This is an optimization exercise on Yosys and OpenROAD, whose aim is small area and a short achievable clock period, not a production implementation.
The RTL was checked by simulation tests, not by an equivalence proof against the original design.
Power and IR drop assume default switching activity.

## flow/design.v

```verilog
module piped_wallace_mult(
    input wire clock, reset,
    input wire [15:0] x, y,
    output reg [31:0] prod
);
    reg [59:0] r1;
    reg [90:0] r2;
    reg [60:0] r3;
    reg v1, v2, v3;
    wire g1 = x[1] & x[0];
    wire q2 = x[1] ^ x[0];
    wire g3 = x[2] & x[1];
    wire q4 = x[2] ^ x[1];
    wire g5 = x[3] & x[2];
    wire q6 = x[3] ^ x[2];
    wire g7 = x[4] & x[3];
    wire q8 = x[4] ^ x[3];
    wire g9 = x[5] & x[4];
    wire q10 = x[5] ^ x[4];
    wire g11 = x[6] & x[5];
    wire q12 = x[6] ^ x[5];
    wire g13 = x[7] & x[6];
    wire q14 = x[7] ^ x[6];
    wire g15 = x[8] & x[7];
    wire q16 = x[8] ^ x[7];
    wire g17 = x[9] & x[8];
    wire q18 = x[9] ^ x[8];
    wire g19 = x[10] & x[9];
    wire q20 = x[10] ^ x[9];
    wire g21 = x[11] & x[10];
    wire q22 = x[11] ^ x[10];
    wire g23 = x[12] & x[11];
    wire q24 = x[12] ^ x[11];
    wire g25 = x[13] & x[12];
    wire q26 = x[13] ^ x[12];
    wire g27 = x[14] & x[13];
    wire q28 = x[14] ^ x[13];
    wire g29 = x[15] & x[14];
    wire q30 = x[15] ^ x[14];
    wire t31, u32;
    pfx i33 (.gh(g5), .ph(q6), .gl(g3), .pl(q4), .g(t31), .p(u32));
    wire t34, u35;
    pfx i36 (.gh(g9), .ph(q10), .gl(g7), .pl(q8), .g(t34), .p(u35));
    wire t37, u38;
    pfx i39 (.gh(g13), .ph(q14), .gl(g11), .pl(q12), .g(t37), .p(u38));
    wire t40, u41;
    pfx i42 (.gh(g17), .ph(q18), .gl(g15), .pl(q16), .g(t40), .p(u41));
    wire t43, u44;
    pfx i45 (.gh(g21), .ph(q22), .gl(g19), .pl(q20), .g(t43), .p(u44));
    wire t46, u47;
    pfx i48 (.gh(g25), .ph(q26), .gl(g23), .pl(q24), .g(t46), .p(u47));
    wire t49, u50;
    pfx i51 (.gh(g29), .ph(q30), .gl(g27), .pl(q28), .g(t49), .p(u50));
    wire t52;
    pfx_g i53 (.gh(g3), .ph(q4), .gl(g1), .g(t52));
    wire t54;
    pfx_g i55 (.gh(t31), .ph(u32), .gl(g1), .g(t54));
    wire t56, u57;
    pfx i58 (.gh(g11), .ph(q12), .gl(t34), .pl(u35), .g(t56), .p(u57));
    wire t59, u60;
    pfx i61 (.gh(t37), .ph(u38), .gl(t34), .pl(u35), .g(t59), .p(u60));
    wire t62, u63;
    pfx i64 (.gh(g19), .ph(q20), .gl(t40), .pl(u41), .g(t62), .p(u63));
    wire t65, u66;
    pfx i67 (.gh(t43), .ph(u44), .gl(t40), .pl(u41), .g(t65), .p(u66));
    wire t68, u69;
    pfx i70 (.gh(g27), .ph(q28), .gl(t46), .pl(u47), .g(t68), .p(u69));
    wire t71, u72;
    pfx i73 (.gh(t49), .ph(u50), .gl(t46), .pl(u47), .g(t71), .p(u72));
    wire t74;
    pfx_g i75 (.gh(g7), .ph(q8), .gl(t54), .g(t74));
    wire t76;
    pfx_g i77 (.gh(t34), .ph(u35), .gl(t54), .g(t76));
    wire t78;
    pfx_g i79 (.gh(t56), .ph(u57), .gl(t54), .g(t78));
    wire t80;
    pfx_g i81 (.gh(t59), .ph(u60), .gl(t54), .g(t80));
    wire t82, u83;
    pfx i84 (.gh(g23), .ph(q24), .gl(t65), .pl(u66), .g(t82), .p(u83));
    wire t85, u86;
    pfx i87 (.gh(t46), .ph(u47), .gl(t65), .pl(u66), .g(t85), .p(u86));
    wire t88, u89;
    pfx i90 (.gh(t68), .ph(u69), .gl(t65), .pl(u66), .g(t88), .p(u89));
    wire t91, u92;
    pfx i93 (.gh(t71), .ph(u72), .gl(t65), .pl(u66), .g(t91), .p(u92));
    wire t94;
    pfx_g i95 (.gh(g15), .ph(q16), .gl(t80), .g(t94));
    wire t96;
    pfx_g i97 (.gh(t40), .ph(u41), .gl(t80), .g(t96));
    wire t98;
    pfx_g i99 (.gh(t62), .ph(u63), .gl(t80), .g(t98));
    wire t100;
    pfx_g i101 (.gh(t65), .ph(u66), .gl(t80), .g(t100));
    wire t102;
    pfx_g i103 (.gh(t82), .ph(u83), .gl(t80), .g(t102));
    wire t104;
    pfx_g i105 (.gh(t85), .ph(u86), .gl(t80), .g(t104));
    wire t106;
    pfx_g i107 (.gh(t88), .ph(u89), .gl(t80), .g(t106));
    wire t108;
    pfx_g i109 (.gh(t91), .ph(u92), .gl(t80), .g(t108));
    wire t110 = x[15] & t108;
    wire z111 = q4 ^ g1;
    wire z112 = q6 ^ t52;
    wire z113 = q8 ^ t54;
    wire z114 = q10 ^ t74;
    wire z115 = q12 ^ t76;
    wire z116 = q14 ^ t78;
    wire z117 = q16 ^ t80;
    wire z118 = q18 ^ t94;
    wire z119 = q20 ^ t96;
    wire z120 = q22 ^ t98;
    wire z121 = q24 ^ t100;
    wire z122 = q26 ^ t102;
    wire z123 = q28 ^ t104;
    wire z124 = q30 ^ t106;
    wire z125 = x[15] ^ t108;
    wire p126 = ((r1[33] & r1[0]) | (r1[35] & r1[0])) ^ r1[37];
    wire p127 = ((r1[33] & r1[1]) | (r1[34] & r1[0]) | (r1[35] & r1[16])) ^ r1[37];
    wire p128 = ((r1[33] & r1[2]) | (r1[34] & r1[1]) | (r1[35] & r1[17]) | (r1[36] & r1[0])) ^ r1[37];
    wire p129 = ((r1[33] & r1[3]) | (r1[34] & r1[2]) | (r1[35] & r1[18]) | (r1[36] & r1[1])) ^ r1[37];
    wire p130 = ((r1[33] & r1[4]) | (r1[34] & r1[3]) | (r1[35] & r1[19]) | (r1[36] & r1[2])) ^ r1[37];
    wire p131 = ((r1[33] & r1[5]) | (r1[34] & r1[4]) | (r1[35] & r1[20]) | (r1[36] & r1[3])) ^ r1[37];
    wire p132 = ((r1[33] & r1[6]) | (r1[34] & r1[5]) | (r1[35] & r1[21]) | (r1[36] & r1[4])) ^ r1[37];
    wire p133 = ((r1[33] & r1[7]) | (r1[34] & r1[6]) | (r1[35] & r1[22]) | (r1[36] & r1[5])) ^ r1[37];
    wire p134 = ((r1[33] & r1[8]) | (r1[34] & r1[7]) | (r1[35] & r1[23]) | (r1[36] & r1[6])) ^ r1[37];
    wire p135 = ((r1[33] & r1[9]) | (r1[34] & r1[8]) | (r1[35] & r1[24]) | (r1[36] & r1[7])) ^ r1[37];
    wire p136 = ((r1[33] & r1[10]) | (r1[34] & r1[9]) | (r1[35] & r1[25]) | (r1[36] & r1[8])) ^ r1[37];
    wire p137 = ((r1[33] & r1[11]) | (r1[34] & r1[10]) | (r1[35] & r1[26]) | (r1[36] & r1[9])) ^ r1[37];
    wire p138 = ((r1[33] & r1[12]) | (r1[34] & r1[11]) | (r1[35] & r1[27]) | (r1[36] & r1[10])) ^ r1[37];
    wire p139 = ((r1[33] & r1[13]) | (r1[34] & r1[12]) | (r1[35] & r1[28]) | (r1[36] & r1[11])) ^ r1[37];
    wire p140 = ((r1[33] & r1[14]) | (r1[34] & r1[13]) | (r1[35] & r1[29]) | (r1[36] & r1[12])) ^ r1[37];
    wire p141 = ((r1[33] & r1[15]) | (r1[34] & r1[14]) | (r1[35] & r1[30]) | (r1[36] & r1[13])) ^ r1[37];
    wire p142 = ((r1[34] & r1[15]) | (r1[35] & r1[31]) | (r1[36] & r1[14])) ^ r1[37];
    wire p143 = ((r1[35] & r1[32]) | (r1[36] & r1[15])) ^ r1[37];
    wire p144 = ((r1[38] & r1[0]) | (r1[40] & r1[0])) ^ r1[42];
    wire p145 = ((r1[38] & r1[1]) | (r1[39] & r1[0]) | (r1[40] & r1[16])) ^ r1[42];
    wire p146 = ((r1[38] & r1[2]) | (r1[39] & r1[1]) | (r1[40] & r1[17]) | (r1[41] & r1[0])) ^ r1[42];
    wire p147 = ((r1[38] & r1[3]) | (r1[39] & r1[2]) | (r1[40] & r1[18]) | (r1[41] & r1[1])) ^ r1[42];
    wire p148 = ((r1[38] & r1[4]) | (r1[39] & r1[3]) | (r1[40] & r1[19]) | (r1[41] & r1[2])) ^ r1[42];
    wire p149 = ((r1[38] & r1[5]) | (r1[39] & r1[4]) | (r1[40] & r1[20]) | (r1[41] & r1[3])) ^ r1[42];
    wire p150 = ((r1[38] & r1[6]) | (r1[39] & r1[5]) | (r1[40] & r1[21]) | (r1[41] & r1[4])) ^ r1[42];
    wire p151 = ((r1[38] & r1[7]) | (r1[39] & r1[6]) | (r1[40] & r1[22]) | (r1[41] & r1[5])) ^ r1[42];
    wire p152 = ((r1[38] & r1[8]) | (r1[39] & r1[7]) | (r1[40] & r1[23]) | (r1[41] & r1[6])) ^ r1[42];
    wire p153 = ((r1[38] & r1[9]) | (r1[39] & r1[8]) | (r1[40] & r1[24]) | (r1[41] & r1[7])) ^ r1[42];
    wire p154 = ((r1[38] & r1[10]) | (r1[39] & r1[9]) | (r1[40] & r1[25]) | (r1[41] & r1[8])) ^ r1[42];
    wire p155 = ((r1[38] & r1[11]) | (r1[39] & r1[10]) | (r1[40] & r1[26]) | (r1[41] & r1[9])) ^ r1[42];
    wire p156 = ((r1[38] & r1[12]) | (r1[39] & r1[11]) | (r1[40] & r1[27]) | (r1[41] & r1[10])) ^ r1[42];
    wire p157 = ((r1[38] & r1[13]) | (r1[39] & r1[12]) | (r1[40] & r1[28]) | (r1[41] & r1[11])) ^ r1[42];
    wire p158 = ((r1[38] & r1[14]) | (r1[39] & r1[13]) | (r1[40] & r1[29]) | (r1[41] & r1[12])) ^ r1[42];
    wire p159 = ((r1[38] & r1[15]) | (r1[39] & r1[14]) | (r1[40] & r1[30]) | (r1[41] & r1[13])) ^ r1[42];
    wire p160 = ((r1[39] & r1[15]) | (r1[40] & r1[31]) | (r1[41] & r1[14])) ^ r1[42];
    wire p161 = ((r1[40] & r1[32]) | (r1[41] & r1[15])) ^ r1[42];
    wire p162 = ((r1[43] & r1[0]) | (r1[45] & r1[0])) ^ r1[47];
    wire p163 = ((r1[43] & r1[1]) | (r1[44] & r1[0]) | (r1[45] & r1[16])) ^ r1[47];
    wire p164 = ((r1[43] & r1[2]) | (r1[44] & r1[1]) | (r1[45] & r1[17]) | (r1[46] & r1[0])) ^ r1[47];
    wire p165 = ((r1[43] & r1[3]) | (r1[44] & r1[2]) | (r1[45] & r1[18]) | (r1[46] & r1[1])) ^ r1[47];
    wire p166 = ((r1[43] & r1[4]) | (r1[44] & r1[3]) | (r1[45] & r1[19]) | (r1[46] & r1[2])) ^ r1[47];
    wire p167 = ((r1[43] & r1[5]) | (r1[44] & r1[4]) | (r1[45] & r1[20]) | (r1[46] & r1[3])) ^ r1[47];
    wire p168 = ((r1[43] & r1[6]) | (r1[44] & r1[5]) | (r1[45] & r1[21]) | (r1[46] & r1[4])) ^ r1[47];
    wire p169 = ((r1[43] & r1[7]) | (r1[44] & r1[6]) | (r1[45] & r1[22]) | (r1[46] & r1[5])) ^ r1[47];
    wire p170 = ((r1[43] & r1[8]) | (r1[44] & r1[7]) | (r1[45] & r1[23]) | (r1[46] & r1[6])) ^ r1[47];
    wire p171 = ((r1[43] & r1[9]) | (r1[44] & r1[8]) | (r1[45] & r1[24]) | (r1[46] & r1[7])) ^ r1[47];
    wire p172 = ((r1[43] & r1[10]) | (r1[44] & r1[9]) | (r1[45] & r1[25]) | (r1[46] & r1[8])) ^ r1[47];
    wire p173 = ((r1[43] & r1[11]) | (r1[44] & r1[10]) | (r1[45] & r1[26]) | (r1[46] & r1[9])) ^ r1[47];
    wire p174 = ((r1[43] & r1[12]) | (r1[44] & r1[11]) | (r1[45] & r1[27]) | (r1[46] & r1[10])) ^ r1[47];
    wire p175 = ((r1[43] & r1[13]) | (r1[44] & r1[12]) | (r1[45] & r1[28]) | (r1[46] & r1[11])) ^ r1[47];
    wire p176 = ((r1[43] & r1[14]) | (r1[44] & r1[13]) | (r1[45] & r1[29]) | (r1[46] & r1[12])) ^ r1[47];
    wire p177 = ((r1[43] & r1[15]) | (r1[44] & r1[14]) | (r1[45] & r1[30]) | (r1[46] & r1[13])) ^ r1[47];
    wire p178 = ((r1[44] & r1[15]) | (r1[45] & r1[31]) | (r1[46] & r1[14])) ^ r1[47];
    wire p179 = ((r1[45] & r1[32]) | (r1[46] & r1[15])) ^ r1[47];
    wire p180 = ((r1[48] & r1[0]) | (r1[50] & r1[0])) ^ r1[52];
    wire p181 = ((r1[48] & r1[1]) | (r1[49] & r1[0]) | (r1[50] & r1[16])) ^ r1[52];
    wire p182 = ((r1[48] & r1[2]) | (r1[49] & r1[1]) | (r1[50] & r1[17]) | (r1[51] & r1[0])) ^ r1[52];
    wire p183 = ((r1[48] & r1[3]) | (r1[49] & r1[2]) | (r1[50] & r1[18]) | (r1[51] & r1[1])) ^ r1[52];
    wire p184 = ((r1[48] & r1[4]) | (r1[49] & r1[3]) | (r1[50] & r1[19]) | (r1[51] & r1[2])) ^ r1[52];
    wire p185 = ((r1[48] & r1[5]) | (r1[49] & r1[4]) | (r1[50] & r1[20]) | (r1[51] & r1[3])) ^ r1[52];
    wire p186 = ((r1[48] & r1[6]) | (r1[49] & r1[5]) | (r1[50] & r1[21]) | (r1[51] & r1[4])) ^ r1[52];
    wire p187 = ((r1[48] & r1[7]) | (r1[49] & r1[6]) | (r1[50] & r1[22]) | (r1[51] & r1[5])) ^ r1[52];
    wire p188 = ((r1[48] & r1[8]) | (r1[49] & r1[7]) | (r1[50] & r1[23]) | (r1[51] & r1[6])) ^ r1[52];
    wire p189 = ((r1[48] & r1[9]) | (r1[49] & r1[8]) | (r1[50] & r1[24]) | (r1[51] & r1[7])) ^ r1[52];
    wire p190 = ((r1[48] & r1[10]) | (r1[49] & r1[9]) | (r1[50] & r1[25]) | (r1[51] & r1[8])) ^ r1[52];
    wire p191 = ((r1[48] & r1[11]) | (r1[49] & r1[10]) | (r1[50] & r1[26]) | (r1[51] & r1[9])) ^ r1[52];
    wire p192 = ((r1[48] & r1[12]) | (r1[49] & r1[11]) | (r1[50] & r1[27]) | (r1[51] & r1[10])) ^ r1[52];
    wire p193 = ((r1[48] & r1[13]) | (r1[49] & r1[12]) | (r1[50] & r1[28]) | (r1[51] & r1[11])) ^ r1[52];
    wire p194 = ((r1[48] & r1[14]) | (r1[49] & r1[13]) | (r1[50] & r1[29]) | (r1[51] & r1[12])) ^ r1[52];
    wire p195 = ((r1[48] & r1[15]) | (r1[49] & r1[14]) | (r1[50] & r1[30]) | (r1[51] & r1[13])) ^ r1[52];
    wire p196 = ((r1[49] & r1[15]) | (r1[50] & r1[31]) | (r1[51] & r1[14])) ^ r1[52];
    wire p197 = ((r1[50] & r1[32]) | (r1[51] & r1[15])) ^ r1[52];
    wire p198 = ((r1[53] & r1[0]) | (r1[55] & r1[0])) ^ r1[57];
    wire p199 = ((r1[53] & r1[1]) | (r1[54] & r1[0]) | (r1[55] & r1[16])) ^ r1[57];
    wire p200 = ((r1[53] & r1[2]) | (r1[54] & r1[1]) | (r1[55] & r1[17]) | (r1[56] & r1[0])) ^ r1[57];
    wire p201 = ((r1[53] & r1[3]) | (r1[54] & r1[2]) | (r1[55] & r1[18]) | (r1[56] & r1[1])) ^ r1[57];
    wire p202 = ((r1[53] & r1[4]) | (r1[54] & r1[3]) | (r1[55] & r1[19]) | (r1[56] & r1[2])) ^ r1[57];
    wire p203 = ((r1[53] & r1[5]) | (r1[54] & r1[4]) | (r1[55] & r1[20]) | (r1[56] & r1[3])) ^ r1[57];
    wire p204 = ((r1[53] & r1[6]) | (r1[54] & r1[5]) | (r1[55] & r1[21]) | (r1[56] & r1[4])) ^ r1[57];
    wire p205 = ((r1[53] & r1[7]) | (r1[54] & r1[6]) | (r1[55] & r1[22]) | (r1[56] & r1[5])) ^ r1[57];
    wire p206 = ((r1[53] & r1[8]) | (r1[54] & r1[7]) | (r1[55] & r1[23]) | (r1[56] & r1[6])) ^ r1[57];
    wire p207 = ((r1[53] & r1[9]) | (r1[54] & r1[8]) | (r1[55] & r1[24]) | (r1[56] & r1[7])) ^ r1[57];
    wire p208 = ((r1[53] & r1[10]) | (r1[54] & r1[9]) | (r1[55] & r1[25]) | (r1[56] & r1[8])) ^ r1[57];
    wire p209 = ((r1[53] & r1[11]) | (r1[54] & r1[10]) | (r1[55] & r1[26]) | (r1[56] & r1[9])) ^ r1[57];
    wire p210 = ((r1[53] & r1[12]) | (r1[54] & r1[11]) | (r1[55] & r1[27]) | (r1[56] & r1[10])) ^ r1[57];
    wire p211 = ((r1[53] & r1[13]) | (r1[54] & r1[12]) | (r1[55] & r1[28]) | (r1[56] & r1[11])) ^ r1[57];
    wire p212 = ((r1[53] & r1[14]) | (r1[54] & r1[13]) | (r1[55] & r1[29]) | (r1[56] & r1[12])) ^ r1[57];
    wire p213 = ((r1[53] & r1[15]) | (r1[54] & r1[14]) | (r1[55] & r1[30]) | (r1[56] & r1[13])) ^ r1[57];
    wire p214 = ((r1[54] & r1[15]) | (r1[55] & r1[31]) | (r1[56] & r1[14])) ^ r1[57];
    wire p215 = ((r1[55] & r1[32]) | (r1[56] & r1[15])) ^ r1[57];
    wire p216 = (r1[58] & r1[0]);
    wire p217 = (r1[58] & r1[1]) | (r1[59] & r1[0]);
    wire p218 = (r1[58] & r1[2]) | (r1[59] & r1[1]);
    wire p219 = (r1[58] & r1[3]) | (r1[59] & r1[2]);
    wire p220 = (r1[58] & r1[4]) | (r1[59] & r1[3]);
    wire p221 = (r1[58] & r1[5]) | (r1[59] & r1[4]);
    wire p222 = (r1[58] & r1[6]) | (r1[59] & r1[5]);
    wire p223 = (r1[58] & r1[7]) | (r1[59] & r1[6]);
    wire p224 = (r1[58] & r1[8]) | (r1[59] & r1[7]);
    wire p225 = (r1[58] & r1[9]) | (r1[59] & r1[8]);
    wire p226 = (r1[58] & r1[10]) | (r1[59] & r1[9]);
    wire p227 = (r1[58] & r1[11]) | (r1[59] & r1[10]);
    wire p228 = (r1[58] & r1[12]) | (r1[59] & r1[11]);
    wire p229 = (r1[58] & r1[13]) | (r1[59] & r1[12]);
    wire p230 = (r1[58] & r1[14]) | (r1[59] & r1[13]);
    wire p231 = (r1[58] & r1[15]) | (r1[59] & r1[14]);
    wire p232 = (r1[59] & r1[15]);
    wire p233 = ~r1[37];
    wire p234 = ~r1[42];
    wire p235 = ~r1[47];
    wire p236 = ~r1[52];
    wire p237 = ~r1[57];
    wire s238 = p129 ^ p144 ^ r1[42];
    wire c239 = (p129 & p144) | (p129 & r1[42]) | (p144 & r1[42]);
    wire s240 = p132 ^ p147 ^ p162;
    wire c241 = (p132 & p147) | (p132 & p162) | (p147 & p162);
    wire s242 = p133 ^ p148 ^ p163;
    wire c243 = (p133 & p148) | (p133 & p163) | (p148 & p163);
    wire s244 = p134 ^ p149 ^ p164;
    wire c245 = (p134 & p149) | (p134 & p164) | (p149 & p164);
    wire s246 = p135 ^ p150 ^ p165;
    wire c247 = (p135 & p150) | (p135 & p165) | (p150 & p165);
    wire s248 = p136 ^ p151 ^ p166;
    wire c249 = (p136 & p151) | (p136 & p166) | (p151 & p166);
    wire s250 = p137 ^ p152 ^ p167;
    wire c251 = (p137 & p152) | (p137 & p167) | (p152 & p167);
    wire s252 = p138 ^ p153 ^ p168;
    wire c253 = (p138 & p153) | (p138 & p168) | (p153 & p168);
    wire s254 = p183 ^ p198 ^ r1[57];
    wire c255 = (p183 & p198) | (p183 & r1[57]) | (p198 & r1[57]);
    wire s256 = p139 ^ p154 ^ p169;
    wire c257 = (p139 & p154) | (p139 & p169) | (p154 & p169);
    wire s258 = p184 ^ p199;
    wire c259 = p184 & p199;
    wire s260 = p140 ^ p155 ^ p170;
    wire c261 = (p140 & p155) | (p140 & p170) | (p155 & p170);
    wire s262 = p185 ^ p200;
    wire c263 = p185 & p200;
    wire s264 = p141 ^ p156 ^ p171;
    wire c265 = (p141 & p156) | (p141 & p171) | (p156 & p171);
    wire s266 = p186 ^ p201 ^ p216;
    wire c267 = (p186 & p201) | (p186 & p216) | (p201 & p216);
    wire s268 = p142 ^ p157 ^ p172;
    wire c269 = (p142 & p157) | (p142 & p172) | (p157 & p172);
    wire s270 = p187 ^ p202 ^ p217;
    wire c271 = (p187 & p202) | (p187 & p217) | (p202 & p217);
    wire s272 = p143 ^ p158 ^ p173;
    wire c273 = (p143 & p158) | (p143 & p173) | (p158 & p173);
    wire s274 = p188 ^ p203 ^ p218;
    wire c275 = (p188 & p203) | (p188 & p218) | (p203 & p218);
    wire s276 = p159 ^ p174 ^ p189;
    wire c277 = (p159 & p174) | (p159 & p189) | (p174 & p189);
    wire s278 = p204 ^ p219 ^ r1[37];
    wire c279 = (p204 & p219) | (p204 & r1[37]) | (p219 & r1[37]);
    wire s280 = p160 ^ p175 ^ p190;
    wire c281 = (p160 & p175) | (p160 & p190) | (p175 & p190);
    wire s282 = p205 ^ p220 ^ r1[37];
    wire c283 = (p205 & p220) | (p205 & r1[37]) | (p220 & r1[37]);
    wire s284 = p161 ^ p176 ^ p191;
    wire c285 = (p161 & p176) | (p161 & p191) | (p176 & p191);
    wire s286 = p206 ^ p221 ^ r1[37];
    wire c287 = (p206 & p221) | (p206 & r1[37]) | (p221 & r1[37]);
    wire s288 = p177 ^ p192 ^ p207;
    wire c289 = (p177 & p192) | (p177 & p207) | (p192 & p207);
    wire s290 = p222 ^ p233 ^ p234;
    wire c291 = (p222 & p233) | (p222 & p234) | (p233 & p234);
    wire s292 = p178 ^ p193 ^ p208;
    wire c293 = (p178 & p193) | (p178 & p208) | (p193 & p208);
    wire s294 = p223 ^ 1'b1;
    wire c295 = p223 & 1'b1;
    wire s296 = p179 ^ p194 ^ p209;
    wire c297 = (p179 & p194) | (p179 & p209) | (p194 & p209);
    wire s298 = p224 ^ 1'b1;
    wire c299 = p224 & 1'b1;
    wire s300 = p195 ^ p210 ^ p225;
    wire c301 = (p195 & p210) | (p195 & p225) | (p210 & p225);
    wire s302 = p196 ^ p211 ^ p226;
    wire c303 = (p196 & p211) | (p196 & p226) | (p211 & p226);
    wire s304 = p197 ^ p212 ^ p227;
    wire c305 = (p197 & p212) | (p197 & p227) | (p212 & p227);
    wire s306 = p213 ^ p228 ^ p236;
    wire c307 = (p213 & p228) | (p213 & p236) | (p228 & p236);
    wire s308 = p214 ^ p229 ^ 1'b1;
    wire c309 = (p214 & p229) | (p214 & 1'b1) | (p229 & 1'b1);
    wire s310 = p215 ^ p230 ^ 1'b1;
    wire c311 = (p215 & p230) | (p215 & 1'b1) | (p230 & 1'b1);
    wire s312 = r2[16] ^ r2[17];
    wire c313 = r2[16] & r2[17];
    wire s314 = r2[20] ^ r2[21];
    wire c315 = r2[20] & r2[21];
    wire s316 = r2[23] ^ r2[24];
    wire c317 = r2[23] & r2[24];
    wire s318 = r2[26] ^ r2[27];
    wire c319 = r2[26] & r2[27];
    wire s320 = r2[29] ^ r2[30] ^ r2[31];
    wire c321 = (r2[29] & r2[30]) | (r2[29] & r2[31]) | (r2[30] & r2[31]);
    wire s322 = r2[33] ^ r2[34] ^ r2[35];
    wire c323 = (r2[33] & r2[34]) | (r2[33] & r2[35]) | (r2[34] & r2[35]);
    wire s324 = r2[37] ^ r2[38] ^ r2[39];
    wire c325 = (r2[37] & r2[38]) | (r2[37] & r2[39]) | (r2[38] & r2[39]);
    wire s326 = r2[41] ^ r2[42] ^ r2[43];
    wire c327 = (r2[41] & r2[42]) | (r2[41] & r2[43]) | (r2[42] & r2[43]);
    wire s328 = r2[45] ^ r2[46] ^ r2[47];
    wire c329 = (r2[45] & r2[46]) | (r2[45] & r2[47]) | (r2[46] & r2[47]);
    wire s330 = r2[49] ^ r2[50] ^ r2[51];
    wire c331 = (r2[49] & r2[50]) | (r2[49] & r2[51]) | (r2[50] & r2[51]);
    wire s332 = r2[53] ^ r2[54] ^ r2[55];
    wire c333 = (r2[53] & r2[54]) | (r2[53] & r2[55]) | (r2[54] & r2[55]);
    wire s334 = r2[57] ^ r2[58] ^ r2[59];
    wire c335 = (r2[57] & r2[58]) | (r2[57] & r2[59]) | (r2[58] & r2[59]);
    wire s336 = r2[61] ^ r2[62] ^ r2[63];
    wire c337 = (r2[61] & r2[62]) | (r2[61] & r2[63]) | (r2[62] & r2[63]);
    wire s338 = r2[65] ^ r2[66] ^ r2[67];
    wire c339 = (r2[65] & r2[66]) | (r2[65] & r2[67]) | (r2[66] & r2[67]);
    wire s340 = r2[69] ^ r2[70] ^ r2[71];
    wire c341 = (r2[69] & r2[70]) | (r2[69] & r2[71]) | (r2[70] & r2[71]);
    wire s342 = r2[73] ^ r2[74] ^ r2[75];
    wire c343 = (r2[73] & r2[74]) | (r2[73] & r2[75]) | (r2[74] & r2[75]);
    wire s344 = r2[77] ^ r2[78];
    wire c345 = r2[77] & r2[78];
    wire s346 = r2[79] ^ r2[80];
    wire c347 = r2[79] & r2[80];
    wire s348 = r2[5] ^ r2[6];
    wire c349 = r2[5] & r2[6];
    wire s350 = r2[8] ^ r2[9];
    wire c351 = r2[8] & r2[9];
    wire s352 = r2[10] ^ r2[11];
    wire c353 = r2[10] & r2[11];
    wire s354 = r2[12] ^ r2[13];
    wire c355 = r2[12] & r2[13];
    wire s356 = r2[14] ^ r2[15];
    wire c357 = r2[14] & r2[15];
    wire s358 = s312 ^ r2[18] ^ r2[19];
    wire c359 = (s312 & r2[18]) | (s312 & r2[19]) | (r2[18] & r2[19]);
    wire s360 = c313 ^ s314 ^ r2[22];
    wire c361 = (c313 & s314) | (c313 & r2[22]) | (s314 & r2[22]);
    wire s362 = c315 ^ s316 ^ r2[25];
    wire c363 = (c315 & s316) | (c315 & r2[25]) | (s316 & r2[25]);
    wire s364 = c317 ^ s318 ^ r2[28];
    wire c365 = (c317 & s318) | (c317 & r2[28]) | (s318 & r2[28]);
    wire s366 = c319 ^ s320 ^ r2[32];
    wire c367 = (c319 & s320) | (c319 & r2[32]) | (s320 & r2[32]);
    wire s368 = c321 ^ s322 ^ r2[36];
    wire c369 = (c321 & s322) | (c321 & r2[36]) | (s322 & r2[36]);
    wire s370 = c323 ^ s324 ^ r2[40];
    wire c371 = (c323 & s324) | (c323 & r2[40]) | (s324 & r2[40]);
    wire s372 = c325 ^ s326 ^ r2[44];
    wire c373 = (c325 & s326) | (c325 & r2[44]) | (s326 & r2[44]);
    wire s374 = c327 ^ s328 ^ r2[48];
    wire c375 = (c327 & s328) | (c327 & r2[48]) | (s328 & r2[48]);
    wire s376 = c329 ^ s330 ^ r2[52];
    wire c377 = (c329 & s330) | (c329 & r2[52]) | (s330 & r2[52]);
    wire s378 = c331 ^ s332 ^ r2[56];
    wire c379 = (c331 & s332) | (c331 & r2[56]) | (s332 & r2[56]);
    wire s380 = c333 ^ s334 ^ r2[60];
    wire c381 = (c333 & s334) | (c333 & r2[60]) | (s334 & r2[60]);
    wire s382 = c335 ^ s336 ^ r2[64];
    wire c383 = (c335 & s336) | (c335 & r2[64]) | (s336 & r2[64]);
    wire s384 = c337 ^ s338 ^ r2[68];
    wire c385 = (c337 & s338) | (c337 & r2[68]) | (s338 & r2[68]);
    wire s386 = c339 ^ s340 ^ r2[72];
    wire c387 = (c339 & s340) | (c339 & r2[72]) | (s340 & r2[72]);
    wire s388 = c341 ^ s342 ^ r2[76];
    wire c389 = (c341 & s342) | (c341 & r2[76]) | (s342 & r2[76]);
    wire s390 = c343 ^ s344 ^ 1'b1;
    wire c391 = (c343 & s344) | (c343 & 1'b1) | (s344 & 1'b1);
    wire s392 = c345 ^ s346 ^ 1'b1;
    wire c393 = (c345 & s346) | (c345 & 1'b1) | (s346 & 1'b1);
    wire s394 = c347 ^ r2[81] ^ r2[82];
    wire c395 = (c347 & r2[81]) | (c347 & r2[82]) | (r2[81] & r2[82]);
    wire s396 = r2[83] ^ r2[84];
    wire c397 = r2[83] & r2[84];
    wire s398 = r2[85] ^ r2[86];
    wire c399 = r2[85] & r2[86];
    wire s400 = r2[87] ^ r2[88] ^ r2[89];
    wire c401 = (r2[87] & r2[88]) | (r2[87] & r2[89]) | (r2[88] & r2[89]);
    wire s402 = r2[90] ^ 1'b1;
    wire c403 = r2[90] & 1'b1;
    wire t404 = r3[2] & r3[0];
    wire u405 = r3[4] & r3[3];
    wire t406, u407;
    pfx i408 (.gh(r3[7]), .ph(r3[8]), .gl(r3[5]), .pl(r3[6]), .g(t406), .p(u407));
    wire t409, u410;
    pfx i411 (.gh(r3[11]), .ph(r3[12]), .gl(r3[9]), .pl(r3[10]), .g(t409), .p(u410));
    wire t412, u413;
    pfx i414 (.gh(r3[15]), .ph(r3[16]), .gl(r3[13]), .pl(r3[14]), .g(t412), .p(u413));
    wire t415, u416;
    pfx i417 (.gh(r3[19]), .ph(r3[20]), .gl(r3[17]), .pl(r3[18]), .g(t415), .p(u416));
    wire t418, u419;
    pfx i420 (.gh(r3[23]), .ph(r3[24]), .gl(r3[21]), .pl(r3[22]), .g(t418), .p(u419));
    wire t421, u422;
    pfx i423 (.gh(r3[27]), .ph(r3[28]), .gl(r3[25]), .pl(r3[26]), .g(t421), .p(u422));
    wire t424, u425;
    pfx i426 (.gh(r3[31]), .ph(r3[32]), .gl(r3[29]), .pl(r3[30]), .g(t424), .p(u425));
    wire t427, u428;
    pfx i429 (.gh(r3[35]), .ph(r3[36]), .gl(r3[33]), .pl(r3[34]), .g(t427), .p(u428));
    wire t430, u431;
    pfx i432 (.gh(r3[39]), .ph(r3[40]), .gl(r3[37]), .pl(r3[38]), .g(t430), .p(u431));
    wire t433, u434;
    pfx i435 (.gh(r3[43]), .ph(r3[44]), .gl(r3[41]), .pl(r3[42]), .g(t433), .p(u434));
    wire t436, u437;
    pfx i438 (.gh(r3[47]), .ph(r3[48]), .gl(r3[45]), .pl(r3[46]), .g(t436), .p(u437));
    wire t439, u440;
    pfx i441 (.gh(r3[51]), .ph(r3[52]), .gl(r3[49]), .pl(r3[50]), .g(t439), .p(u440));
    wire t442, u443;
    pfx i444 (.gh(r3[55]), .ph(r3[56]), .gl(r3[53]), .pl(r3[54]), .g(t442), .p(u443));
    wire t445 = r3[3] & t404;
    wire t446 = u405 & t404;
    wire t447, u448;
    pfx i449 (.gh(r3[9]), .ph(r3[10]), .gl(t406), .pl(u407), .g(t447), .p(u448));
    wire t450, u451;
    pfx i452 (.gh(t409), .ph(u410), .gl(t406), .pl(u407), .g(t450), .p(u451));
    wire t453, u454;
    pfx i455 (.gh(r3[17]), .ph(r3[18]), .gl(t412), .pl(u413), .g(t453), .p(u454));
    wire t456, u457;
    pfx i458 (.gh(t415), .ph(u416), .gl(t412), .pl(u413), .g(t456), .p(u457));
    wire t459, u460;
    pfx i461 (.gh(r3[25]), .ph(r3[26]), .gl(t418), .pl(u419), .g(t459), .p(u460));
    wire t462, u463;
    pfx i464 (.gh(t421), .ph(u422), .gl(t418), .pl(u419), .g(t462), .p(u463));
    wire t465, u466;
    pfx i467 (.gh(r3[33]), .ph(r3[34]), .gl(t424), .pl(u425), .g(t465), .p(u466));
    wire t468, u469;
    pfx i470 (.gh(t427), .ph(u428), .gl(t424), .pl(u425), .g(t468), .p(u469));
    wire t471, u472;
    pfx i473 (.gh(r3[41]), .ph(r3[42]), .gl(t430), .pl(u431), .g(t471), .p(u472));
    wire t474, u475;
    pfx i476 (.gh(t433), .ph(u434), .gl(t430), .pl(u431), .g(t474), .p(u475));
    wire t477, u478;
    pfx i479 (.gh(r3[49]), .ph(r3[50]), .gl(t436), .pl(u437), .g(t477), .p(u478));
    wire t480, u481;
    pfx i482 (.gh(t439), .ph(u440), .gl(t436), .pl(u437), .g(t480), .p(u481));
    wire t483, u484;
    pfx i485 (.gh(r3[57]), .ph(r3[58]), .gl(t442), .pl(u443), .g(t483), .p(u484));
    wire t486;
    pfx_g i487 (.gh(r3[5]), .ph(r3[6]), .gl(t446), .g(t486));
    wire t488;
    pfx_g i489 (.gh(t406), .ph(u407), .gl(t446), .g(t488));
    wire t490;
    pfx_g i491 (.gh(t447), .ph(u448), .gl(t446), .g(t490));
    wire t492;
    pfx_g i493 (.gh(t450), .ph(u451), .gl(t446), .g(t492));
    wire t494, u495;
    pfx i496 (.gh(r3[21]), .ph(r3[22]), .gl(t456), .pl(u457), .g(t494), .p(u495));
    wire t497, u498;
    pfx i499 (.gh(t418), .ph(u419), .gl(t456), .pl(u457), .g(t497), .p(u498));
    wire t500, u501;
    pfx i502 (.gh(t459), .ph(u460), .gl(t456), .pl(u457), .g(t500), .p(u501));
    wire t503, u504;
    pfx i505 (.gh(t462), .ph(u463), .gl(t456), .pl(u457), .g(t503), .p(u504));
    wire t506, u507;
    pfx i508 (.gh(r3[37]), .ph(r3[38]), .gl(t468), .pl(u469), .g(t506), .p(u507));
    wire t509, u510;
    pfx i511 (.gh(t430), .ph(u431), .gl(t468), .pl(u469), .g(t509), .p(u510));
    wire t512, u513;
    pfx i514 (.gh(t471), .ph(u472), .gl(t468), .pl(u469), .g(t512), .p(u513));
    wire t515, u516;
    pfx i517 (.gh(t474), .ph(u475), .gl(t468), .pl(u469), .g(t515), .p(u516));
    wire t518, u519;
    pfx i520 (.gh(r3[53]), .ph(r3[54]), .gl(t480), .pl(u481), .g(t518), .p(u519));
    wire t521, u522;
    pfx i523 (.gh(t442), .ph(u443), .gl(t480), .pl(u481), .g(t521), .p(u522));
    wire t524, u525;
    pfx i526 (.gh(t483), .ph(u484), .gl(t480), .pl(u481), .g(t524), .p(u525));
    wire t527;
    pfx_g i528 (.gh(r3[13]), .ph(r3[14]), .gl(t492), .g(t527));
    wire t529;
    pfx_g i530 (.gh(t412), .ph(u413), .gl(t492), .g(t529));
    wire t531;
    pfx_g i532 (.gh(t453), .ph(u454), .gl(t492), .g(t531));
    wire t533;
    pfx_g i534 (.gh(t456), .ph(u457), .gl(t492), .g(t533));
    wire t535;
    pfx_g i536 (.gh(t494), .ph(u495), .gl(t492), .g(t535));
    wire t537;
    pfx_g i538 (.gh(t497), .ph(u498), .gl(t492), .g(t537));
    wire t539;
    pfx_g i540 (.gh(t500), .ph(u501), .gl(t492), .g(t539));
    wire t541;
    pfx_g i542 (.gh(t503), .ph(u504), .gl(t492), .g(t541));
    wire t543, u544;
    pfx i545 (.gh(r3[45]), .ph(r3[46]), .gl(t515), .pl(u516), .g(t543), .p(u544));
    wire t546, u547;
    pfx i548 (.gh(t436), .ph(u437), .gl(t515), .pl(u516), .g(t546), .p(u547));
    wire t549, u550;
    pfx i551 (.gh(t477), .ph(u478), .gl(t515), .pl(u516), .g(t549), .p(u550));
    wire t552, u553;
    pfx i554 (.gh(t480), .ph(u481), .gl(t515), .pl(u516), .g(t552), .p(u553));
    wire t555, u556;
    pfx i557 (.gh(t518), .ph(u519), .gl(t515), .pl(u516), .g(t555), .p(u556));
    wire t558, u559;
    pfx i560 (.gh(t521), .ph(u522), .gl(t515), .pl(u516), .g(t558), .p(u559));
    wire t561, u562;
    pfx i563 (.gh(t524), .ph(u525), .gl(t515), .pl(u516), .g(t561), .p(u562));
    wire t564;
    pfx_g i565 (.gh(r3[29]), .ph(r3[30]), .gl(t541), .g(t564));
    wire t566;
    pfx_g i567 (.gh(t424), .ph(u425), .gl(t541), .g(t566));
    wire t568;
    pfx_g i569 (.gh(t465), .ph(u466), .gl(t541), .g(t568));
    wire t570;
    pfx_g i571 (.gh(t468), .ph(u469), .gl(t541), .g(t570));
    wire t572;
    pfx_g i573 (.gh(t506), .ph(u507), .gl(t541), .g(t572));
    wire t574;
    pfx_g i575 (.gh(t509), .ph(u510), .gl(t541), .g(t574));
    wire t576;
    pfx_g i577 (.gh(t512), .ph(u513), .gl(t541), .g(t576));
    wire t578;
    pfx_g i579 (.gh(t515), .ph(u516), .gl(t541), .g(t578));
    wire t580;
    pfx_g i581 (.gh(t543), .ph(u544), .gl(t541), .g(t580));
    wire t582;
    pfx_g i583 (.gh(t546), .ph(u547), .gl(t541), .g(t582));
    wire t584;
    pfx_g i585 (.gh(t549), .ph(u550), .gl(t541), .g(t584));
    wire t586;
    pfx_g i587 (.gh(t552), .ph(u553), .gl(t541), .g(t586));
    wire t588;
    pfx_g i589 (.gh(t555), .ph(u556), .gl(t541), .g(t588));
    wire t590;
    pfx_g i591 (.gh(t558), .ph(u559), .gl(t541), .g(t590));
    wire t592;
    pfx_g i593 (.gh(t561), .ph(u562), .gl(t541), .g(t592));
    wire z594 = r3[2] ^ r3[0];
    wire z595 = r3[3] ^ t404;
    wire z596 = r3[4] ^ t445;
    wire z597 = r3[6] ^ t446;
    wire z598 = r3[8] ^ t486;
    wire z599 = r3[10] ^ t488;
    wire z600 = r3[12] ^ t490;
    wire z601 = r3[14] ^ t492;
    wire z602 = r3[16] ^ t527;
    wire z603 = r3[18] ^ t529;
    wire z604 = r3[20] ^ t531;
    wire z605 = r3[22] ^ t533;
    wire z606 = r3[24] ^ t535;
    wire z607 = r3[26] ^ t537;
    wire z608 = r3[28] ^ t539;
    wire z609 = r3[30] ^ t541;
    wire z610 = r3[32] ^ t564;
    wire z611 = r3[34] ^ t566;
    wire z612 = r3[36] ^ t568;
    wire z613 = r3[38] ^ t570;
    wire z614 = r3[40] ^ t572;
    wire z615 = r3[42] ^ t574;
    wire z616 = r3[44] ^ t576;
    wire z617 = r3[46] ^ t578;
    wire z618 = r3[48] ^ t580;
    wire z619 = r3[50] ^ t582;
    wire z620 = r3[52] ^ t584;
    wire z621 = r3[54] ^ t586;
    wire z622 = r3[56] ^ t588;
    wire z623 = r3[58] ^ t590;
    wire z624 = r3[60] ^ t592;
    wire [31:0] result = {z624, z623, z622, z621, z620, z619, z618, z617, z616, z615, z614, z613, z612, z611, z610, z609, z608, z607, z606, z605, z604, z603, z602, z601, z600, z599, z598, z597, z596, z595, z594, r3[1]};
    always @(posedge clock) begin
        r1 <= {(y[14] & y[15]), (y[14] & ~y[15]) | (~y[14] & y[15]), y[14], (y[11] & y[12] & y[13] & ~y[14]) | (~y[11] & ~y[12] & ~y[13] & y[14]), (y[11] & ~y[12] & y[13] & ~y[14]) | (~y[11] & y[12] & y[13] & ~y[14]) | (y[11] & ~y[12] & ~y[13] & y[14]) | (~y[11] & y[12] & ~y[13] & y[14]), (y[11] & y[12] & ~y[13] & ~y[14]) | (~y[11] & ~y[12] & y[13] & ~y[14]) | (y[11] & y[12] & ~y[13] & y[14]) | (~y[11] & ~y[12] & y[13] & y[14]), (y[11] & ~y[12] & ~y[13] & ~y[14]) | (~y[11] & y[12] & ~y[13] & ~y[14]) | (y[11] & ~y[12] & y[13] & y[14]) | (~y[11] & y[12] & y[13] & y[14]), y[11], (y[8] & y[9] & y[10] & ~y[11]) | (~y[8] & ~y[9] & ~y[10] & y[11]), (y[8] & ~y[9] & y[10] & ~y[11]) | (~y[8] & y[9] & y[10] & ~y[11]) | (y[8] & ~y[9] & ~y[10] & y[11]) | (~y[8] & y[9] & ~y[10] & y[11]), (y[8] & y[9] & ~y[10] & ~y[11]) | (~y[8] & ~y[9] & y[10] & ~y[11]) | (y[8] & y[9] & ~y[10] & y[11]) | (~y[8] & ~y[9] & y[10] & y[11]), (y[8] & ~y[9] & ~y[10] & ~y[11]) | (~y[8] & y[9] & ~y[10] & ~y[11]) | (y[8] & ~y[9] & y[10] & y[11]) | (~y[8] & y[9] & y[10] & y[11]), y[8], (y[5] & y[6] & y[7] & ~y[8]) | (~y[5] & ~y[6] & ~y[7] & y[8]), (y[5] & ~y[6] & y[7] & ~y[8]) | (~y[5] & y[6] & y[7] & ~y[8]) | (y[5] & ~y[6] & ~y[7] & y[8]) | (~y[5] & y[6] & ~y[7] & y[8]), (y[5] & y[6] & ~y[7] & ~y[8]) | (~y[5] & ~y[6] & y[7] & ~y[8]) | (y[5] & y[6] & ~y[7] & y[8]) | (~y[5] & ~y[6] & y[7] & y[8]), (y[5] & ~y[6] & ~y[7] & ~y[8]) | (~y[5] & y[6] & ~y[7] & ~y[8]) | (y[5] & ~y[6] & y[7] & y[8]) | (~y[5] & y[6] & y[7] & y[8]), y[5], (y[2] & y[3] & y[4] & ~y[5]) | (~y[2] & ~y[3] & ~y[4] & y[5]), (y[2] & ~y[3] & y[4] & ~y[5]) | (~y[2] & y[3] & y[4] & ~y[5]) | (y[2] & ~y[3] & ~y[4] & y[5]) | (~y[2] & y[3] & ~y[4] & y[5]), (y[2] & y[3] & ~y[4] & ~y[5]) | (~y[2] & ~y[3] & y[4] & ~y[5]) | (y[2] & y[3] & ~y[4] & y[5]) | (~y[2] & ~y[3] & y[4] & y[5]), (y[2] & ~y[3] & ~y[4] & ~y[5]) | (~y[2] & y[3] & ~y[4] & ~y[5]) | (y[2] & ~y[3] & y[4] & y[5]) | (~y[2] & y[3] & y[4] & y[5]), y[2], (~y[0] & ~y[1] & y[2]), (y[0] & y[1] & ~y[2]) | (y[0] & ~y[1] & y[2]), (~y[0] & y[1] & ~y[2]) | (~y[0] & y[1] & y[2]), (y[0] & ~y[1] & ~y[2]) | (y[0] & y[1] & y[2]), t110, z125, z124, z123, z122, z121, z120, z119, z118, z117, z116, z115, z114, z113, z112, z111, q2, x[15], x[14], x[13], x[12], x[11], x[10], x[9], x[8], x[7], x[6], x[5], x[4], x[3], x[2], x[1], x[0]};
        r2 <= {p232, p237, p231, c311, s310, c309, s308, c307, s306, c305, s304, c303, s302, c301, p235, s300, c299, c297, s298, s296, c295, c293, s294, s292, c291, c289, s290, s288, c287, c285, s286, s284, c283, c281, s282, s280, c279, c277, s278, s276, c275, c273, s274, s272, c271, c269, s270, s268, c267, c265, s266, s264, c263, c261, s262, s260, c259, c257, s258, s256, c255, c253, s254, s252, c251, p182, s250, c249, p181, s248, c247, r1[52], p180, s246, c245, s244, c243, s242, c241, r1[47], s240, p146, p131, p145, p130, c239, s238, p128, p127, r1[37], p126};
        r3 <= {c401 ^ s402, c401 & s402, c399 ^ s400, c399 & s400, c397 ^ s398, c397 & s398, c395 ^ s396, c395 & s396, c393 ^ s394, c393 & s394, c391 ^ s392, c391 & s392, c389 ^ s390, c389 & s390, c387 ^ s388, c387 & s388, c385 ^ s386, c385 & s386, c383 ^ s384, c383 & s384, c381 ^ s382, c381 & s382, c379 ^ s380, c379 & s380, c377 ^ s378, c377 & s378, c375 ^ s376, c375 & s376, c373 ^ s374, c373 & s374, c371 ^ s372, c371 & s372, c369 ^ s370, c369 & s370, c367 ^ s368, c367 & s368, c365 ^ s366, c365 & s366, c363 ^ s364, c363 & s364, c361 ^ s362, c361 & s362, c359 ^ s360, c359 & s360, c357 ^ s358, c357 & s358, c355 ^ s356, c355 & s356, c353 ^ s354, c353 & s354, c351 ^ s352, c351 & s352, c349 ^ s350, c349 & s350, s348 ^ r2[7], s348 & r2[7], r2[4], r2[3], r2[2], r2[0] ^ r2[1], r2[0] & r2[1]};
    end
    always @(posedge clock or posedge reset)
        if (reset) begin
            v1 <= 1'b0; v2 <= 1'b0; v3 <= 1'b0; prod <= 32'd0;
        end else begin
            v1 <= 1'b1; v2 <= v1; v3 <= v2;
            prod <= v3 ? result : 32'd0;
        end
endmodule
module pfx(input wire gh, ph, gl, pl, output wire g, p);
    assign g = gh | (ph & gl);
    assign p = ph & pl;
endmodule
module pfx_g(input wire gh, ph, gl, output wire g);
    assign g = gh | (ph & gl);
endmodule
```

## flow/flow/run.sh

```bash
#!/bin/bash
# The standard layout (standard.sh, unchanged synthesis), except that the
# port buffers are plain buffers instead of delay cells. Tool output: standard.log
# here and ORFS's own logs under orfs/logs.
set -e
echo 'export BUFFER_PORTS_ARGS = -buffer_cell sky130_fd_sc_hd__buf_1' >> "$FLOW_CONFIG"
bash standard.sh > standard.log 2>&1
```

## flow/standard.sh

```bash
#!/bin/bash
# synth_recipe.tcl (not shown) runs the flow's synth.tcl, then flattens the netlist and writes it again
# the make line also repeats each setting of config.mk as NAME=value (left out here)
make -C /OpenROAD-flow-scripts/flow DESIGN_CONFIG=/design/flow/config.mk WORK_HOME=/design/flow/orfs CLKGATE_MAP_FILE= SYNTH_SCRIPT=/design/flow/synth_recipe.tcl "${@:-finish}"
```

## flow/config.mk

```make
export PLATFORM = sky130hd
export DESIGN_NAME = piped_wallace_mult
export DESIGN_NICKNAME = piped_wallace_mult
export VERILOG_FILES = /design/flow/design.v
export SDC_FILE = /design/flow/constraint.sdc
export NUM_CORES = 4
export LEC_CHECK = 0
export CAP_MARGIN = 20
export CORE_MARGIN = 2
export CORE_UTILIZATION = 40
export CTS_CLUSTER_DIAMETER = 150
export CTS_CLUSTER_SIZE = 30
export SETUP_SLACK_MARGIN = 0.85
export SLEW_MARGIN = 20
export SYNTH_HIERARCHICAL = 1
export SYNTH_MINIMUM_KEEP_SIZE = 0
export BUFFER_PORTS_ARGS = -buffer_cell sky130_fd_sc_hd__buf_1
```

## flow/constraint.sdc

```tcl
create_clock -name core_clock -period 2.8 [get_ports {clock}]
set_input_delay 0.5600 -clock core_clock [delete_from_list [all_inputs] [get_ports {clock}]]
set_output_delay 0.5600 -clock core_clock [all_outputs]
set_load 0.01 [all_outputs]
```

==> impl_metrics.ini, run 1 <==
[timing]
holdWs_ps = 82.5
fmax_mhz = 528
relSlewSlack_pct = 52.7
slew_viol_final = 0
period_needed_ps = 1900
rsz0062_at_grt = no
setup_viol = 0
worst_pin_slew_ps = 709
hold_viol = 0
setup_ws_ps = 905
clock_skew_ps = 40.1
tns_ps = 0
fin_crit_sh_pct = 67.7

[critical_path]
end_kind = flip-flop
critPathMaxFanout = 10
cp.arrival_ps = 2240
timing.critical_path.from = r1[9]$_DFF_P_
critPathSlowestCell = fa_1
max_stage_delay_ps = 510
r2r_start = r1[9]$_DFF_P_
rr_endpoint = r2[47]$_DFF_P_
cp-start-kind = flip-flop
crit_required_ps = 3150
r2r_slack_ps = 900
r2r_cells = 5
worstPathCellList = buf_4, a22o_1, a221oi_2, xnor2_1, fa_1
setup.worst_path.class = flip-flop to flip-flop

[placement]
place_inst = 1504
portBuffers = 65
place.detailed.hpwl_mm = 19.3
gp_congestion = 0.848
post_dp_cell_area_um2 = 13300
post-place-ws_ps = 479

[clock_tree]
clock_latency_ps = 500
cts_buffers = 12
clk_pin_slew_worst_paths_ps = 100
cts_tree = built
htreeDepth = 1
cts_buffer_depth = 3
root_buffer = clkbuf_16
cts_sinks = 246
cts.hold.buffers_added = 0

[cells_and_area]
stdcell_count = 1523
antenna_cells = 0
layout_common_cells = 183 x dfxtp_1, 99 x a21o_1, 97 x xnor2_1
fillers = 2972
final_nets = 1277
post-route-util_pct = 43.6
seq_area_um2 = 5140
final_common_cell = dfxtp_1
drive_gt1_share_pct = 14.2
syn_to_final_growth_pct = 7.41
fin_area_um2 = 13700
multiInputGateArea_um2 = 6960

[routing]
wire_per_inst_um = 16.8
postRouteWirelength_mm = 25.6
drc = 0
drtIter0Drc = 404
vias = 7673
drt-vias-per-instance = 5.04
drtPass1Iterations = 6
antenna_left = 0

[hold_path]
hold_class = input port to async pin

[logic_synthesis]
synth_cells = 1088
synth.distinct_cells = 34
synth_area_um2 = 12800
yosysWarningCount = 7
syn-num-nets = 1247
syn_avg_cell_area_um2 = 11.8
async_flop_share_pct = 14.2
synth-seq-cells = 246
seq_area_frac_synth_pct = 39.9
synth_flop_cell = dfxtp_1
synth_edf_count = 0

[power_and_ir_drop]
finalPower_mw = 12.2
power.density_nw_per_um2 = 891
irDropWorstVdd_v = 0.000439
p_leak_nw = 6.22

[global_route]
grt_pass1_wl_mm = 42.3
grt_max_degree = 33
grt_pass1_vias = 7877
grt_use_total_pct = 15.4
antenna_found_initial = 0
grt_overflow = 0

[die]
row_count = 65
die_area_um2 = 33400
start_util_pct = 40.6
chipHeight_um = 183
io_pins = 66
core_area_um2 = 31600
die_w_um = 183

[job]
drv_cap = 0

[status]
outcome = timing/DRC/antenna clean
how the worst max path moves through the flow:
stage | endpoint | slack, ps
after floorplan | r1[31]$_DFF_P_ | 850
after global placement | r1[31]$_DFF_P_ | 510
after detailed placement | r1[31]$_DFF_P_ | 480
after CTS | r2[39]$_DFF_P_ | 850
after global routing | r2[47]$_DFF_P_ | 850
final | r2[47]$_DFF_P_ | 900
per-module statistics from Yosys (local to each module, per instance):
| module | flip-flops and latches | times used | area, µm² | cells |
|---|---|---|---|---|
| piped_wallace_mult | 246 | 1 | 11600 | 925 |
| pfx | 0 | 61 | 13.8 | 2 |
| pfx_g | 0 | 41 | 7.51 | 1 |
flip-flops by register name (all words and copies together) (netlist names):
name,cells
r1,60
r3,60
v1,1
prod,32
v3,1
v2,1
r2,91
cell families after synthesis:
family	synth area share, %
XOR/XNOR	9.86
AND/OR/NAND/NOR	6.46
adder cells (fa/ha/maj)	15.7
AO/OA/AOI/OAI	21.5
other	0.0293
flip-flops	39.9
buffers and inverters	6.58
critical path: cells and delay by family, from the launching register on:
family / cells / cell delay, ps
AO/OA/AOI/OAI: 2 / 480
flip-flops: 1 / 410
buffers and inverters: 1 / 200
XOR/XNOR: 1 / 140
adder cells (fa/ha/maj): 1 / 510
repair_timing:
item | in CTS | in global routing
resized for setup | 11 | 27
buffers inserted | 0 | 1
pin swaps | 0 | 3
gates cloned | 0 | 1
setup endpoints to repair | 39 | 45
synthesized netlist by cell type (35+ instances only):
master    number  area share [%]
a221oi_2      68             8.0
ha_1          66             6.5
a21o_1       102             6.0
xnor2_1       97             6.6
and2_1        95             4.6
fa_1          59             9.2
inv_1         64             1.9
buf_2         43             1.7
a22o_1        80             5.5
dfxtp_1      211              33
dfrtp_1       35             6.8
xor2_1        42             2.9
layout make-up:
| cell class | count | share of cell area [%] |
|---|---|---|
| clock buffers | 16 | 2.45 |
| well taps | 402 | 3.66 |
| clock inverters | 1 | 0.218 |
| flip-flops and latches | 246 | 37.4 |
| repair buffers | 102 | 3.89 |
| inverters | 65 | 1.77 |
| multi-input cells | 691 | 50.6 |
routing by layer:
layer / vias to the layer above / share of wire (%) / global-route usage, %
met5: - / 0 / 0
met4: 0 / 1.5 / 3.39
met1: 3648 / 49 / 22.0
met3: 27 / 4.1 / 2.14
met2: 153 / 45 / 25.0
li1: 3845 / - / -
power by group:
part | switching, mW | internal [mW] | total [mW] | leakage (nW)
Sequential | 0.764 | 4.66 | 5.42 | 2.23
Clock | 1.09 | 0.875 | 1.97 | 0.175
Combinational | 2.41 | 2.44 | 4.86 | 3.82
Total | 4.27 | 7.98 | 12.2 | 6.22
==> run 2: changes to the inputs <==
--- a/flow/config.mk
+++ b/flow/config.mk
@@ -10,7 +10,7 @@
 export CORE_UTILIZATION = 40
 export CTS_CLUSTER_DIAMETER = 150
 export CTS_CLUSTER_SIZE = 30
-export SETUP_SLACK_MARGIN = 0.85
+export SETUP_SLACK_MARGIN = 1.05
 export SLEW_MARGIN = 20
 export SYNTH_HIERARCHICAL = 1
 export SYNTH_MINIMUM_KEEP_SIZE = 0
==> impl_metrics.ini, run 2 <==
[status]
outcome = timing/DRC/antenna clean

[critical_path]
critPathMaxFanout = 1
r2r_slack_ps = 990
r2r_start = r2[71]$_DFF_P_
worstPathCellList = inv_2, fa_1, inv_2, fa_2, ha_4
setup.worst_path.class = flip-flop to flip-flop
rr_endpoint = r3[44]$_DFF_P_
crit_family = adder cells
critPathSlowestCell = fa_2
r2r_cells = 5
max_stage_delay_ps = 580
crit_required_ps = 3180
end_kind = flip-flop
cp-start-kind = flip-flop
path_common_cell = inv_2
crit_buf_inv = 2
cp.arrival_ps = 2190

[global_route]
grt_max_degree = 33
antenna_found_initial = 0
grt_overflow = 0
grt_pass1_wl_mm = 43.2
grt_use_total_pct = 15.8
grt_pass1_vias = 8051

[die]
die_area_um2 = 33400
die_w_um = 183
chipHeight_um = 183
core_area_um2 = 31600
row_count = 65
start_util_pct = 40.6
io_pins = 66

[power_and_ir_drop]
intPower_mw = 8.18
finalPower_mw = 12.5
power_frac_seq_pct = 43.3
power_frac_comb_pct = 41.1
clkPwrFrac_pct = 15.6
power.density_nw_per_um2 = 864
p_sw_mw = 4.34
p_leak_nw = 6.57
swShare_pct = 34.7
irDropWorstVdd_v = 0.000397

[routing]
antenna_left = 0
vias = 7981
drt-vias-per-instance = 5.06
drc = 0
wire_per_inst_um = 16.8
drtIter0Drc = 541
drtPass1Iterations = 5
postRouteWirelength_mm = 26.5

[logic_synthesis]
synth_edf_count = 0
async_flop_share_pct = 14.2
yosys.area.top_type = dfxtp_1
seq_area_frac_synth_pct = 39.9
synth_most_common_cell = dfxtp_1
netlist.area_leader.share_pct = 33.0
synth_flop_cell = dfxtp_1
syn-num-nets = 1247
synth.distinct_cells = 34
yosysWarningCount = 7
synth-seq-cells = 246
synth_cells = 1088
synthTopCellsByArea = dfxtp_1 33%, fa_1 9.2%, a221oi_2 8.0%
synth_area_um2 = 12800
yosys-top-cells-count = 211 x dfxtp_1, 102 x a21o_1, 97 x xnor2_1
syn_avg_cell_area_um2 = 11.8

[cells_and_area]
final_common_cell = dfxtp_1
stdcell_count = 1578
fillers = 2952
top_regs = r2 x91, r1 x60, r3 x60
layout_common_cells = 154 x dfxtp_1, 98 x a21o_1, 94 x and2_1
antenna_cells = 0
largest_register_ffs = 91
syn_to_final_growth_pct = 13.2
final_nets = 1332
drive_gt1_share_pct = 22.1
top_register = r2

[placement]
portBuffers = 65
place_inst = 1512
gp_congestion = 0.892
place.detailed.hpwl_mm = 19.5

[timing]
rsz0062_at_grt = yes
fin_crit_sh_pct = 64.8
clock_skew_ps = 33.9
tns_ps = 0
relSlewSlack_pct = 53.9
hold_viol = 0
worst_pin_slew_ps = 692
fmax_mhz = 551
slew_viol_final = 0
period_needed_ps = 1810
setup_viol = 0

[clock_tree]
clk_pin_slew_worst_paths_ps = 110
clock_latency_ps = 490
htreeDepth = 1
cts_buffers = 12
cts_tree = built
cts_sinks = 246
cts_buffer_depth = 3
root_buffer = clkbuf_16
cts.hold.buffers_added = 0

[hold_path]
hold_class = input port to async pin

[job]
drv_cap = 0
## run 2: cell counts after synthesis
Identical to the previous run, type by type.
## run 2: final cells by class
cell class              count  area [µm²]  area share [%]
clock inverters             1        30.0           0.207
clock buffers              16         337            2.32
inverters                  65         244            1.68
flip-flops and latches    246        5230            36.1
repair buffers            157        1040            7.21
well taps                 402         503            3.47
multi-input cells         691        7100            49.0
## run 2: routing by layer
layer,vias to the layer above,global-route usage (%),share of wire (%)
met5,-,0,0
met4,0,3.39,1.7
met3,36,1.73,4.7
met2,205,25.7,45
met1,3800,22.8,49
li1,3940,-,-
## run 2: worst max-delay path by stage
stage	endpoint	depth (start not counted)	from	slack, ps
3_5_place_dp	r1[31]$_DFF_P_	7	x[2]	490
2_1_floorplan	r1[31]$_DFF_P_	6	x[1]	870
5_1_grt	prod[28]$_DFF_PP0_	7	r3[13]$_DFF_P_	930
6_report	r3[44]$_DFF_P_	5	r2[71]$_DFF_P_	990
4_1_cts	r3[44]$_DFF_P_	5	r2[69]$_DFF_P_	980
3_3_place_gp	r1[31]$_DFF_P_	7	x[2]	530
## run 2: timing repair
item / 4_1_cts / 5_1_grt
gates cloned: 1 / 0
pin swaps: 19 / 66
setup buffers: 18 / 30
hold endpoints to repair: 0 / 0
setup endpoints to repair: 80 / 62
resized for setup: 57 / 67
## run 2: modules after synthesis (local to each module, per instance)
| module | times used | flip-flops and latches |
|---|---|---|
| piped_wallace_mult | 1 | 246 |
| pfx_g | 41 | 0 |
| pfx | 61 | 0 |
## run 2: through the flow
stage                     hold slack [ps]  utilization, %  area (µm²)  setup slack [ps]
after global routing                  140            45.9       14500               928
after global placement                314            42.4       13400               530
after floorplan                       310               -       12900               869
after CTS                            95.9            44.3       14000               981
final                                88.3            45.9       14500               986
after detailed placement              313            42.4       13400               490
## run 2: cells by family (layout without fill, tap and decap cells)
logic type | Yosys count | in the layout | synth area share [%]
AND/OR/NAND/NOR | 138 | 138 | 6.46
buffers and inverters | 152 | 239 | 6.58
flip-flops | 246 | 246 | 39.9
AO/OA/AOI/OAI | 285 | 286 | 21.5
XOR/XNOR | 141 | 141 | 9.86
adder cells (fa/ha/maj) | 125 | 125 | 15.7
other | 1 | 1 | 0.0293
## run 2: power by group through the flow
stage                     registers (mW)  clock network, mW  logic, mW
after floorplan                     5.27                  0       3.70
after global placement              5.48                  0       4.78
after detailed placement            5.49                  0       4.84
after CTS                           5.41               2.05       5.07
after global routing                5.56               2.17       5.97
final                               5.42               1.95       5.15
==> run 3: changes to the inputs <==
--- a/flow/config.mk
+++ b/flow/config.mk
@@ -10,7 +10,7 @@
 export CORE_UTILIZATION = 40
 export CTS_CLUSTER_DIAMETER = 150
 export CTS_CLUSTER_SIZE = 30
-export SETUP_SLACK_MARGIN = 1.05
+export SETUP_SLACK_MARGIN = 0.9
 export SLEW_MARGIN = 20
 export SYNTH_HIERARCHICAL = 1
 export SYNTH_MINIMUM_KEEP_SIZE = 0
==> impl_metrics.ini, run 3 <==
[status]
outcome = timing/DRC/antenna clean

[clock_tree]
clock_latency_ps = 500
cts_buffers = 12
root_buffer = clkbuf_16
cts_buffer_depth = 3
cts_tree = built
cts_sinks = 246
clk_pin_slew_worst_paths_ps = 100
htreeDepth = 1
cts.hold.buffers_added = 0

[timing]
tns_ps = 0
setup_viol = 0
hold_viol = 0
slew_viol_final = 0
rsz0062_at_grt = yes
clock_skew_ps = 40.1
period_needed_ps = 1860
fmax_mhz = 538
fin_crit_sh_pct = 66.4
relSlewSlack_pct = 52.5
worst_pin_slew_ps = 712

[cells_and_area]
antenna_cells = 0
top_regs = r2 x91, r1 x60, r3 x60
layout_common_cells = 177 x dfxtp_1, 99 x a21o_1, 97 x xnor2_1
fillers = 2971
drive_gt1_share_pct = 15.5
top_register = r2
final_common_cell = dfxtp_1
syn_to_final_growth_pct = 8.00
largest_register_ffs = 91
stdcell_count = 1531
post-route-util_pct = 43.8
final_nets = 1285

[global_route]
grt_overflow = 0
grt_pass1_vias = 7908
antenna_found_initial = 0
grt_use_total_pct = 15.6
grt_max_degree = 33
grt_pass1_wl_mm = 42.7

[placement]
gp_congestion = 0.848
place_inst = 1504
portBuffers = 65
place.detailed.hpwl_mm = 19.3

[logic_synthesis]
netlist.area_leader.share_pct = 33.0
syn-num-nets = 1247
synth_flop_cell = dfxtp_1
synth.distinct_cells = 34
yosys-top-cells-count = 211 x dfxtp_1, 102 x a21o_1, 97 x xnor2_1
synth_edf_count = 0
synth_area_um2 = 12800
yosys.area.top_type = dfxtp_1
syn_avg_cell_area_um2 = 11.8
synthTopCellsByArea = dfxtp_1 33%, fa_1 9.2%, a221oi_2 8.0%
synth-seq-cells = 246
async_flop_share_pct = 14.2
synth_most_common_cell = dfxtp_1
synth_cells = 1088
seq_area_frac_synth_pct = 39.9
yosysWarningCount = 7

[power_and_ir_drop]
irDropWorstVdd_v = 0.000437
p_leak_nw = 6.27
power.density_nw_per_um2 = 891

[die]
start_util_pct = 40.6
die_w_um = 183
core_area_um2 = 31600
chipHeight_um = 183
die_area_um2 = 33400
row_count = 65
io_pins = 66

[critical_path]
r2r_slack_ps = 940
cp.arrival_ps = 2210
cp-start-kind = flip-flop
setup.worst_path.class = flip-flop to flip-flop
critPathMaxFanout = 10
end_kind = flip-flop
rr_endpoint = r2[47]$_DFF_P_
r2r_cells = 5
crit_required_ps = 3150
r2r_start = r1[9]$_DFF_P_

[job]
drv_cap = 0

[routing]
drc = 0
postRouteWirelength_mm = 25.7
antenna_left = 0
drtIter0Drc = 442
vias = 7743
drtPass1Iterations = 6
drt-vias-per-instance = 5.06
wire_per_inst_um = 16.8

[hold_path]
hold_class = input port to async pin
[run 3: worst max-delay path by stage]
stage	startpoint	endpoint	slack [ps]	depth (start not counted)
global route	r3[16]$_DFF_P_	prod[25]$_DFF_PP0_	880	7
global placement	x[2]	r1[31]$_DFF_P_	510	7
CTS	r3[16]$_DFF_P_	prod[28]$_DFF_PP0_	900	7
detailed placement	x[5]	r1[31]$_DFF_P_	480	7
floorplan	x[1]	r1[31]$_DFF_P_	850	6
finish	r1[9]$_DFF_P_	r2[47]$_DFF_P_	940	5
[run 3: per-layer routing]
metal	vias up	track usage, %	part of all wire (%)
met1	3713	22.0	49
li1	3853	-	-
met2	149	25.6	46
met3	28	2.07	4.3
met5	-	0	0
met4	0	3.52	1.5
[run 3: cell families (layout without fill, tap and decap cells)]
group / after synthesis / in the layout / share of synthesized area (%)
other cells: 1 / 1 / 0.0293
flops: 246 / 246 / 39.9
fa+ha+maj: 125 / 125 / 15.7
simple gates: 138 / 138 / 6.46
xor+xnor: 141 / 141 / 9.86
compound gates: 285 / 286 / 21.5
buf+inv: 152 / 192 / 6.58
[run 3: worst max-delay path, cell delays in order, from the launching register on]
cell	delay (ps)
dfxtp_4	390
buf_4	190
a22o_1	240
a221oi_2	250
xnor2_1	180
fa_1	460
[run 3: through the flow]
stage	total power, mW	worst slack, ps	hold slack (ps)	area (µm²)
after global routing	13.6	880	130	13800
final	12.3	941	87.2	13800
after global placement	10.2	508	314	13300
after detailed placement	10.3	479	316	13300
after floorplan	8.94	850	310	12900
after CTS	12.4	896	93.2	13700
[run 3: power by group]
part           switching, mW  internal [mW]  total [mW]
sequential             0.762           4.67        5.43
combinational           2.43           2.50        4.92
clock                   1.09          0.875        1.96
total                   4.28           8.04        12.3
[run 3: modules after synthesis, one instance, submodules excluded]
module | copies in the design | cells inside | flops+latches
pfx | 61 | 2 | 0
pfx_g | 41 | 1 | 0
piped_wallace_mult | 1 | 925 | 246
[run 3: timing repair]
item                       CTS  global route
setup endpoints to repair   56            41
gates cloned                 1             0
pin swaps                    1            11
resized for setup           25            21
buffers inserted             0             9
[run 3: cell type report]
type	instances	area, µm²	share of cell area, %
Clock buffer	16	337	2.44
Timing Repair Buffer	110	598	4.33
Clock inverter	1	30.0	0.217
Multi-Input combinational cell	691	6960	50.4
Tap cell	402	503	3.64
Inverter	65	244	1.77
Sequential cell	246	5140	37.2

## static timing again, ports no longer ideal
No port has a modelled driver above. Below, the same layouts with a new extraction and two added sets of constraints. Step 1, drivers: a clkbuf_16 drives clock and a buf_2 each remaining input, both assumed. Step 2, shift: input delay + t, output delay - t, t = (earliest + latest rising clock arrival at the registers) / 2. This alone moves slack from input paths to output paths. a / b / c = ideal ports / drivers / drivers and shift; a / b = the first two.
run	shift t [ns]	setup WS [ns]	hold WS [ns]	latest minus earliest clock arrival (ns)	worst register clock-pin slew, ns
run 1	0.528	0.905 / 0.905 / 0.488	0.082 / 0.061 / 0.345	0.041 / 0.042	0.12 / 0.12
run 2	0.517	0.986 / 0.986 / 0.612	0.088 / 0.078 / 0.338	0.037 / 0.036	0.11 / 0.11
run 3	0.528	0.941 / 0.941 / 0.488	0.087 / 0.065 / 0.345	0.041 / 0.041	0.12 / 0.12
After both steps every run listed still meets setup and hold. The setup slack of run 3, which loses most, moves by 0.000 ns with the drivers and by -0.453 ns with both steps.
